Background: an optimization exercise with open tools, aiming at small area and a short achievable clock period. Do not read the settings as production practice. At most, simulation tests tie the RTL to the original design; equivalence was not proved. Power and IR drop assume default switching activity.

==> inputs of v39 <==
// dsp_27x27u
module dsp_27x27u #(
    parameter LATENCY = 2,
    parameter AX_WIDTH = 27,
    parameter AY_WIDTH = 27,
    parameter RESULT_A_WIDTH = 54
) (
    input   clock,
    input   resetn,
    input   ivalid,
    input   iready,
    output  ovalid,
    output  oready,
    input [AX_WIDTH-1:0] ax,
    input [AY_WIDTH-1:0] ay,
    output [RESULT_A_WIDTH-1:0] resulta
);
make LEC_CHECK=0 ABC_CLOCK_PERIOD_IN_PS=1200 CAP_MARGIN=20 CORE_MARGIN=2 CORE_UTILIZATION=40 SETUP_SLACK_MARGIN=4 SLEW_MARGIN=20 SYNTH_HIERARCHICAL=1 SYNTH_MINIMUM_KEEP_SIZE=0 finish   # period 8.5 ns
run.sh (not shown) runs the stock make flow with config.mk's settings and CLKGATE_MAP_FILE= SYNTH_SCRIPT=/design/flow/synth_recipe.tcl, a recipe that flattens the netlist after the stock synthesis.
==> inputs of v9, as changes to v39 <==
--- a/flow/config.mk
+++ b/flow/config.mk
@@ -5,7 +5,7 @@
 export SDC_FILE = /design/flow/constraint.sdc
 export NUM_CORES = 4
 export LEC_CHECK = 0
-export ABC_CLOCK_PERIOD_IN_PS = 1200
+export ABC_CLOCK_PERIOD_IN_PS = 4000
 export CAP_MARGIN = 20
 export CORE_MARGIN = 2
 export CORE_UTILIZATION = 40
==> summary of the runs <==
- Clock skew is the same in v39 and v9.
- Core utilization is the same in v39 and v9.
- In worst setup slack, v39 and v9 do not differ.
- Via count is the same in v39 and v9.
Function was not checked in any run of this note: the RTL went through the layout flow alone.

---

==> build 5: inputs <==
dsp_27x27u again, from the RTL that the note above started with.
Settings: LEC_CHECK=0, CAP_MARGIN=20, CORE_MARGIN=2, CORE_UTILIZATION=40, SLEW_MARGIN=20, SYNTH_HIERARCHICAL=1, SYNTH_MINIMUM_KEEP_SIZE=0; clock period 8.5 ns.
==> build 19: changes against build 5 <==
- ABC_CLOCK_PERIOD_IN_PS: default -> 4000
- SETUP_SLACK_MARGIN: default -> 5
==> qor summary <==
Switching portion of total power: build 19 0.482; build 5 0.484
Cell area after placement: build 19 22900 um2; build 5 22500 um2
Status: build 19 timing/DRC/antenna clean; build 5 timing/DRC/antenna clean
Cell with the biggest individual delay on the critical path: build 19 o41a_1; build 5 nor4_1
Least setup slack across all paths after layout: build 19 3.59 ns; build 5 2.23 ns
Combinational power: build 19 10.4 mW; build 5 8.63 mW
Storage element area: build 19 3610 um2; build 5 3510 um2
Static Leakage: build 19 10.2 nW; build 5 8.59 nW
Final net count: build 19 2668; build 5 2510
Maximum operating frequency: build 19 0.204 GHz; build 5 0.159 GHz
Post-CTS setup buffer count: build 19 79; build 5 0
Post-Route Skew: build 19 0.0149 ns; build 5 0.0174 ns
Slowest stage delay, CP: build 19 0.40 ns; build 5 0.93 ns
Final design utilization: build 19 0.534; build 5 0.449
Setup slack on the worst flop-to-flop path: build 19 4.52 ns; build 5 4.14 ns
Final Instance Area: build 19 27400 um2; build 5 23100 um2
Met1 usage: build 19 0.362; build 5 0.328
Detail-routed net length per standard cell: build 19 26.5 um; build 5 24.9 um
Sequential portion of the cell area: build 19 0.132; build 5 0.152
Post-route met1 wirelength: build 19 30000 um; build 5 27000 um
Hold slack final: build 19 0.634 ns; build 5 0.703 ns
Terminating pin of the worst hold path: build 19 cs2_1$_DFF_P_; build 5 cs53_1$_DFF_P_
Critical Path Sink: build 19 resulta[51]; build 5 resulta[46]
Fraction of final layout cells sized beyond drive strength 1: build 19 0.323; build 5 0.0551
No functional check of the RTL was part of any run of this note.

---

==> run D <==
dsp_27x27u, a different RTL version from the one above (not shown whole).
==> flow/config.mk <==
export PLATFORM = sky130hd
export DESIGN_NAME = dsp_27x27u
export DESIGN_NICKNAME = dsp_27x27u
export VERILOG_FILES = /design/flow/design.v
export SDC_FILE = /design/flow/constraint.sdc
export NUM_CORES = 4
export LEC_CHECK = 0
export CAP_MARGIN = 20
export CORE_MARGIN = 2
export CORE_UTILIZATION = 45
export SETUP_SLACK_MARGIN = 4.8
export SLEW_MARGIN = 20
export SYNTH_HIERARCHICAL = 1
export SYNTH_MINIMUM_KEEP_SIZE = 0
export TNS_END_PERCENT = 10
==> flow/constraint.sdc <==
create_clock -name core_clock -period 8.5 [get_ports {clock}]
set_input_delay 1.7000 -clock core_clock [delete_from_list [all_inputs] [get_ports {clock}]]
set_output_delay 1.7000 -clock core_clock [all_outputs]
set_load 0.01 [all_outputs]
standard.sh (not shown) runs the stock make flow with config.mk's settings and CLKGATE_MAP_FILE= SYNTH_SCRIPT=/design/flow/synth_recipe.tcl, a recipe that flattens the netlist after the stock synthesis.
==> flow/flow/run.sh <==
#!/bin/bash
# The standard layout (standard.sh), except that the buffers on the ports are
# plain buffers (buf_2) rather than the delay cells the default picks.
# make's output goes to standard.log; each ORFS step keeps its own log under orfs/logs.
set -euo pipefail
bash standard.sh finish "BUFFER_PORTS_ARGS=-buffer_cell sky130_fd_sc_hd__buf_2" > standard.log 2>&1
==> inputs of run C, as changes to run D <==
==> flow/run.sh (new file) <==
#!/bin/bash
# synth_recipe.tcl (not shown) runs the flow's synth.tcl, then flattens the netlist and writes it again
# the make line also repeats each setting of config.mk as NAME=value (left out here)
make -C /OpenROAD-flow-scripts/flow DESIGN_CONFIG=/design/flow/config.mk WORK_HOME=/design/flow/orfs CLKGATE_MAP_FILE= SYNTH_SCRIPT=/design/flow/synth_recipe.tcl finish
removed: flow/flow/run.sh
removed: flow/standard.sh
==> flow_metrics.env <==
export IMPL_status="finished clean"
export IMPL_critPathCapture="pr22"
export IMPL_cts_setup_buffers=31
export IMPL_met2_usage=0.445
the above is filed under run D

==> flow_metrics.env <==
export IMPL_status="finished clean"
export IMPL_critPathCapture="resulta[49]"
export IMPL_place_area_um2=22600
export IMPL_met2_usage=0.439
export IMPL_cts_setup_buffers=29
the above is filed under run C

No functional check of the RTL was part of any run of this note.

---

==> run a: inputs <==
dsp_27x27u, a different RTL version from the one above (not shown whole).
==> flow/config.mk <==
export PLATFORM = sky130hd
export DESIGN_NAME = dsp_27x27u
export DESIGN_NICKNAME = dsp_27x27u
export VERILOG_FILES = /design/flow/design.v
export SDC_FILE = /design/flow/constraint.sdc
export NUM_CORES = 4
export LEC_CHECK = 0
export CAP_MARGIN = 20
export CORE_MARGIN = 2
export CORE_UTILIZATION = 65
export SETUP_SLACK_MARGIN = 4.8
export SLEW_MARGIN = 20
export SYNTH_HIERARCHICAL = 1
export SYNTH_MINIMUM_KEEP_SIZE = 0
export TNS_END_PERCENT = 10
==> flow/constraint.sdc <==
create_clock -name core_clock -period 8.5 [get_ports {clock}]
set_input_delay 1.7000 -clock core_clock [delete_from_list [all_inputs] [get_ports {clock}]]
set_output_delay 1.7000 -clock core_clock [all_outputs]
set_load 0.01 [all_outputs]
==> flow/flow/run.sh <==
#!/bin/bash
# The standard layout (standard.sh), except that the buffers on the ports are
# plain buffers (buf_2) rather than the delay cells the default picks.
# make's output goes to standard.log; each ORFS step keeps its own log under orfs/logs.
set -euo pipefail
bash standard.sh finish "BUFFER_PORTS_ARGS=-buffer_cell sky130_fd_sc_hd__buf_2" > standard.log 2>&1
==> run b: changes against run a <==
Settings changed: CORE_UTILIZATION 65 to 45, SETUP_SLACK_MARGIN 4.8 to 4.9, TNS_END_PERCENT 10 to 20.
==> run c: changes against run a <==
Settings changed: CORE_UTILIZATION 65 to 55.
==> run d: changes against run a <==
Settings changed: CORE_UTILIZATION 65 to 45.
==> results.json <==
{
  "die_h_um": 221,
  "r2r_slack_ps": 4640,
  "taps": 607,
  "clkCellAreaFrac": 0.0225,
  "crit_arrival_ps": 2240,
  "fmax_ghz": 0.254,
  "period_share": 0.464,
  "switching_share": 0.476,
  "critical-path-slowest-cell": "dfxtp_2",
  "outcome": "timing/DRC/antenna clean",
  "via_count": 18200,
  "placementRows": 79,
  "pwr-share-seq": 0.164,
  "critPathRequiredTime_ps": 6800,
  "nNonClkBuffers": 232,
  "nets": 2571
}
(the above is from run b)
==> results.json <==
{
  "die_h_um": 221,
  "yosys.cell_types.count": 30,
  "r2r_slack_ps": 4620,
  "period_needed_ps": 3990,
  "slowest_delay_ps": 350,
  "fmax_ghz": 0.251,
  "nets": 2574,
  "min_to": "lowr[0]$_DFF_P_",
  "via_count": 18200,
  "pwr-share-seq": 0.163,
  "crit_arrival_ps": 2290,
  "combPwrFrac": 0.763,
  "io_buffers": 108,
  "finalSetupTns_ps": 0,
  "placementRows": 79,
  "outcome": "timing/DRC/antenna clean",
  "preCtsSetupSlack_ps": 4120,
  "hold_slack_ps": 888,
  "switching_share": 0.475,
  "grt_pass1_vias": 18300,
  "nNonClkBuffers": 235
}
(the above is from run d)
==> results.json <==
{
  "outcome": "timing/DRC/antenna clean",
  "critical-path-slowest-cell": "dfxtp_2",
  "nets": 2563,
  "critPathRequiredTime_ps": 6800,
  "clkCellAreaFrac": 0.0255,
  "ys_seq_area_frac": 0.185,
  "period_share": 0.462,
  "via_count": 18400,
  "die_h_um": 201,
  "grtUsageMet2": 0.504,
  "taps": 518,
  "pwr-share-seq": 0.162,
  "placementRows": 72,
  "switching_share": 0.475,
  "fmax_ghz": 0.255,
  "crit_arrival_ps": 2230,
  "nNonClkBuffers": 224,
  "r2r_slack_ps": 4650
}
(the above is from run c)
==> results.json <==
{
  "outcome": "timing/DRC/antenna clean",
  "crit_arrival_ps": 4290,
  "fmax_ghz": 0.253,
  "routed_wl_mm": 70.5,
  "nNonClkBuffers": 216,
  "nets": 2555,
  "start_util": 0.656,
  "drc_errors": 0,
  "die_h_um": 185,
  "period_share": 0.465,
  "switching_share": 0.482,
  "gr-total-overflow": 0,
  "powerSeq_mw": 1.75,
  "r2r_slack_ps": 4550,
  "critical-path-slowest-cell": "dfxtp_1",
  "pwr-share-seq": 0.164,
  "critPathRequiredTime_ps": 8840,
  "clkCellAreaFrac": 0.0256,
  "via_count": 18800,
  "taps": 442,
  "synth_edf_count": 0
}
(the above is from run a)

---

==> run Y: inputs <==
Another version of the RTL of dsp_27x27u (not shown whole).
Settings: LEC_CHECK=0, CAP_MARGIN=20, CORE_MARGIN=2, CORE_UTILIZATION=45, SETUP_SLACK_MARGIN=4.2, SLEW_MARGIN=20, SYNTH_HIERARCHICAL=1, SYNTH_MINIMUM_KEEP_SIZE=0; clock period 8.5 ns.
run.sh (not shown) runs the stock make flow with config.mk's settings and CLKGATE_MAP_FILE= SYNTH_SCRIPT=/design/flow/synth_recipe.tcl, a recipe that flattens the netlist after the stock synthesis.
Stock flow here: none of the scripts above is used.
==> inputs of run H, as changes to run Y <==
SETUP_SLACK_MARGIN = 5.0   (was 4.2)
==> summary.md <==
| Metric | Value |
|---|---|
| CP Depth | 10 |
| Period utilization | 47.5% |
| Status | timing/DRC/antenna clean |
| Net count reported at finish | around 2,700 |
| Final clock-cell share | 2.06% |
| Comb power frac | 81.1% |
| DR WL met3 | 10.1 mm |
| Fillers | 4,093 |
| Worst reg2reg setup slack | around 4700 ps |
| Layout cells sized above 1 | a little over two fifths |
the above is filed under run H

==> summary.md <==
| Metric | Value |
|---|---|
| Final clock-cell share | about 2.5% |
| Period utilization | around 51% |
| Fillers | 4,520 |
| Layout cells sized above 1 | 20.8% |
| Cts hold-fix bufs | 0 |
| DR WL met3 | a little over 8 mm |
| # Max-Cap Violations | 0 |
| Status | timing/DRC/antenna clean |
| CP Depth | 9 |
| Worst reg2reg setup slack | 4370 ps |
the above is filed under run Y

No functional check of the RTL was part of any run of this note.

==> separate check: timing with driven ports <==
The flow's constraints put no driver on any port. The routed layouts listed below were extracted and timed again, unchanged, in two steps.
Step 1 assumes that a clkbuf_16 drives the clock port and a buf_2 every other input.
Step 2 times the ports against the registers' clock, not the clock port: input delays grow and output delays shrink by t, the midpoint of the rising clock arrivals with the driver on.
Slacks: ideal / step 1 / step 2; pairs: ideal / step 1.
run | t, ns | setup WS [ns] | worst hold slack (ns) | clock arrival spread, ns | worst data-port slew with drivers (ns)
v39 | 0.531 | 3.523 / 3.462 / 3.993 | 0.706 / 0.706 / 0.706 | 0.018 / 0.018 | 0.04
v9 | 0.531 | 3.523 / 3.462 / 3.993 | 0.706 / 0.706 / 0.706 | 0.018 / 0.018 | 0.04
build 5 | 0.528 | 2.230 / 2.172 / 2.700 | 0.703 / 0.703 / 0.703 | 0.017 / 0.018 | 0.04
build 19 | 0.544 | 3.591 / 3.522 / 4.066 | 0.634 / 0.634 / 0.634 | 0.015 / 0.014 | 0.05
run D of note 3 | 0.521 | 4.518 / 4.472 / 4.518 | 0.841 / 0.841 / 0.841 | 0.017 / 0.018 | 0.04
run C of note 3 | 0.524 | 4.438 / 4.381 / 4.257 | 0.850 / 0.850 / 0.850 | 0.015 / 0.015 | 0.05
run a of note 4 | 0.509 | 4.546 / 4.512 / 4.546 | 0.873 / 0.873 / 0.873 | 0.011 / 0.012 | 0.04
run b of note 4 | 0.526 | 4.560 / 4.506 / 4.626 | 0.863 / 0.863 / 0.863 | 0.012 / 0.013 | 0.05
run c of note 4 | 0.526 | 4.571 / 4.511 / 4.493 | 0.870 / 0.870 / 0.870 | 0.014 / 0.013 | 0.05
run d of note 4 | 0.525 | 4.512 / 4.454 / 4.559 | 0.888 / 0.888 / 0.888 | 0.014 / 0.014 | 0.04
run Y | 0.534 | 4.160 / 4.100 / 3.979 | 0.892 / 0.892 / 0.892 | 0.016 / 0.016 | 0.04
run H | 0.525 | 4.463 / 4.409 / 4.541 | 0.793 / 0.793 / 0.793 | 0.018 / 0.018 | 0.04
After both steps every run listed still meets setup and hold.
